Source: an optimization exercise on an open RTL-to-GDS flow (aim: small area). Production flows keep margins and buffers that such runs may drop. The RTL was checked by simulation tests, not by an equivalence proof against the original design. The flow treats the clock pin as an ideal source, which a real chip does not have. Power figures rest on the tool's default switching activity, not on a simulated workload.

Design sentinel_core, start of the top module:
module sentinel_core (
    input  logic        aclk,
    input  logic        aresetn,
    input  logic [63:0] s_axis_tdata,
    input  logic        s_axis_tvalid,
    input  logic        s_axis_tlast,
    output logic        s_axis_tready,
    output logic [63:0] m_axis_tdata,
    output logic        m_axis_tvalid,
    output logic        m_axis_tlast,
    input  logic        m_axis_tready,
    input  logic [31:0] s_axil_awaddr,
    input  logic        s_axil_awvalid,
    output logic        s_axil_awready,
    input  logic [31:0] s_axil_wdata,
    input  logic        s_axil_wvalid,
    output logic        s_axil_wready,
    output logic [1:0]  s_axil_bresp,
    output logic        s_axil_bvalid,
    input  logic        s_axil_bready,
    input  logic [31:0] s_axil_araddr,
    input  logic        s_axil_arvalid,
    output logic        s_axil_arready,
    output logic [31:0] s_axil_rdata,
    output logic [1:0]  s_axil_rresp,
    output logic        s_axil_rvalid,
    input  logic        s_axil_rready
);
    localparam logic [31:0] LIMIT_RST = 32'd1000;
    logic [31:0] ctrl_q;       
    logic        ctrl_f;
    logic [31:0] shadow_q;     
    logic        shadow_f;
    logic [31:0] alim_q;       
    logic        alim_f;
    logic [31:0] vcount;
    logic [63:0] snap_q;       
    logic        snap_f;
    logic        awr;          
    logic        bvalid;
    logic        arr;
    logic        rvalid;
    logic [31:0] rdata;
    logic        valid_reg;
    logic        last_reg;
    logic [63:0] data_reg;
    wire wr      = awr & s_axil_awvalid & s_axil_wvalid;
    wire wr_ctrl = wr & (s_axil_awaddr[4:0] == 5'h00);
    wire wr_lim  = wr & (s_axil_awaddr[4:0] == 5'h04);
    always_ff @(posedge aclk or negedge aresetn) begin
        if (!aresetn) begin
  ...
export LEC_CHECK = 0
export CAP_MARGIN = 20
export CORE_MARGIN = 2
export CORE_UTILIZATION = 40
export GPL_TIMING_DRIVEN = 0
export SLEW_MARGIN = 20
create_clock -name core_clock -period 4.0 [get_ports {aclk}]
standard.sh (not shown) runs the stock make flow with config.mk's settings and CLKGATE_MAP_FILE= SYNTH_SCRIPT=/design/flow/synth_recipe.tcl, a recipe that flattens the netlist after the stock synthesis.
==> flow/flow/run.sh <==
#!/bin/bash
# Standard ORFS layout, with the port buffers made of the smallest buffer cell
# and a clock tree of small clock buffers without dummy loads.
set -euo pipefail
export BUFFER_PORTS_ARGS="-buffer_cell sky130_fd_sc_hd__buf_1"
export CTS_ARGS="-sink_clustering_enable -repair_clock_nets -dont_use_dummy_load -buf_list sky130_fd_sc_hd__clkbuf_4 -sink_clustering_size 10 -sink_clustering_max_diameter 50"
bash standard.sh finish > make_finish.log 2>&1
Edit:
Settings changed: GPL_TIMING_DRIVEN 0 to default.
What happened:
- The changed run ran to the end with no violations
- area after synthesis stays the same
- via count grows slightly
- global-route usage is lower by 0.56 points


sentinel_core, a different RTL version from the one above (not shown whole).
For scale: about 300 flip-flops, ~280 I/O pins.
Settings: LEC_CHECK=0, CAP_MARGIN=20, CORE_MARGIN=2, CORE_UTILIZATION=40, GPL_TIMING_DRIVEN=0, SLEW_MARGIN=20; clock period 4.0 ns.
==> flow/flow/run.sh <==
#!/bin/bash
# The standard ORFS layout (standard.sh), changed only in how it sizes:
#  - synthesis: synth_recipe.tcl unchanged, but ABC maps the logic for area
#    (flow/synth_area.tcl, flow/abc_area.script),
#  - port buffers made of the smallest buffer cell,
#  - a clock tree of small clock buffers without dummy loads,
#  - no timing repair at floorplan (there are no synthesis buffers to remove),
#  - placement and global-route repair kept to small buffers
#    (flow/small_bufs.tcl),
#  - gates with spare setup slack downsized after placement repair and after
#    CTS (flow/recover_area.tcl).
# make's output goes to make_finish.log; each ORFS step keeps its own log
# under orfs/logs/.
set -euo pipefail
export FLOW_SYNTH_TCL="$PWD/synth_recipe.tcl"
export AREA_ABC_SCRIPT="$PWD/flow/abc_area.script"
export BUFFER_PORTS_ARGS="-buffer_cell sky130_fd_sc_hd__buf_1"
export CTS_ARGS='-sink_clustering_enable -repair_clock_nets -dont_use_dummy_load -buf_list {sky130_fd_sc_hd__clkbuf_2 sky130_fd_sc_hd__clkbuf_4} -sink_clustering_size 10 -sink_clustering_max_diameter 50'
export REMOVE_ABC_BUFFERS=1
export PRE_RESIZE_TCL="$PWD/flow/small_bufs.tcl"
export PRE_GLOBAL_ROUTE_TCL="$PWD/flow/small_bufs.tcl"
export POST_RESIZE_TCL="$PWD/flow/recover_area.tcl"
export POST_CTS_TCL="$PWD/flow/recover_area.tcl"
bash standard.sh SYNTH_SCRIPT="$PWD/flow/synth_area.tcl" finish > make_finish.log 2>&1
Other scripts of this flow, unchanged in this note and not shown: flow/flow/abc_area.script, flow/flow/recover_area.tcl, flow/flow/small_bufs.tcl, flow/flow/synth_area.tcl
The first run produced a clean layout.
Then changed:
--- a/flow/flow/run.sh
+++ b/flow/flow/run.sh
@@ -18 +18 @@
-export CTS_ARGS='-sink_clustering_enable -repair_clock_nets -dont_use_dummy_load -buf_list {sky130_fd_sc_hd__clkbuf_2 sky130_fd_sc_hd__clkbuf_4} -sink_clustering_size 10 -sink_clustering_max_diameter 50'
+export CTS_ARGS="-sink_clustering_enable -repair_clock_nets -dont_use_dummy_load -buf_list sky130_fd_sc_hd__clkbuf_4 -sink_clustering_size 10 -sink_clustering_max_diameter 50"
--- a/flow/config.mk
+++ b/flow/config.mk
@@ -10 +10 @@
-export CORE_UTILIZATION = 40
+export CORE_UTILIZATION = 50
Cell count went down by about 5%.
Synthesized cell count is unchanged.
Total power goes down by 0.70%.
Cell area fell by about 0.8%.
Then changed:
--- a/flow/config.mk
+++ b/flow/config.mk
@@ -10 +10 @@
-export CORE_UTILIZATION = 50
+export CORE_UTILIZATION = 55
- core utilization goes up by 5.4 points
- non-clock buffer count came out lower by 3
- total power increases by 0.73%
- wire length came out higher by 1.1%
- cell area barely changes
- global-route usage climbs by 2.5 points
- clock power stays flat
- first-iteration DRC count is higher by 16%
Then changed:
--- a/flow/config.mk
+++ b/flow/config.mk
@@ -10 +10 @@
-export CORE_UTILIZATION = 55
+export CORE_UTILIZATION = 40
Outcome: Synthesized area does not change. Core utilization came out lower by 17 points. Global-route usage came out lower by 6.7 points. Via count came out lower by 2.8%. Non-clock buffer count came out lower by 1. Worst setup slack gets better by 180 ps. Sequential cell count stays the same. Count of clock-buffer cells in the layout came out higher by 1. Worst hold slack gets worse by 140 ps. Design area came out higher by 0.73%. Final cell count came out higher by 6.1%.

-- what the ideal ports hide --
No port has a modelled driver above. Below, the same layouts with a new extraction and two added sets of constraints.
Step 1 sets driving cells, clkbuf_16 on the clock port and buf_2 on the other inputs (assumed; they add their load-dependent delay and slew).
Step 2 adds t to the input delays and takes it off the output delays; t is the mean of the earliest and latest rising clock arrival at the registers after step 1. Input paths then give back, and output paths get back, about the clock's delay inside the block.
Slacks: no drivers / after step 1 / after step 2; pairs: no drivers / after step 1.
run	t (ns)	setup slack, ns	worst hold slack (ns)	latest minus earliest clock arrival (ns)	worst register clock-pin slew, ns
the first run of note 1	0.673	0.242 / 0.242 / -0.421	0.130 / 0.121 / 0.446	0.064 / 0.064	0.11 / 0.11
the second run of note 1	0.661	0.391 / 0.391 / -0.205	0.241 / 0.223 / 0.439	0.044 / 0.045	0.11 / 0.11
the first run of note 2	0.655	0.381 / 0.381 / -0.218	0.094 / 0.091 / 0.428	0.057 / 0.057	0.12 / 0.12
the second run of note 2	0.667	0.250 / 0.250 / -0.336	0.123 / 0.108 / 0.438	0.036 / 0.037	0.11 / 0.11
the third run of note 2	0.644	0.205 / 0.213 / -0.431	0.237 / 0.227 / 0.439	0.060 / 0.060	0.11 / 0.11
the fourth run of note 2	0.655	0.381 / 0.381 / -0.218	0.094 / 0.091 / 0.428	0.057 / 0.057	0.12 / 0.12
Met with ideal ports but missed after step 2: setup timing in every run listed. The setup slack of the first run of note 1, which loses most, moves by 0.000 ns with the drivers and by -0.663 ns with both steps.
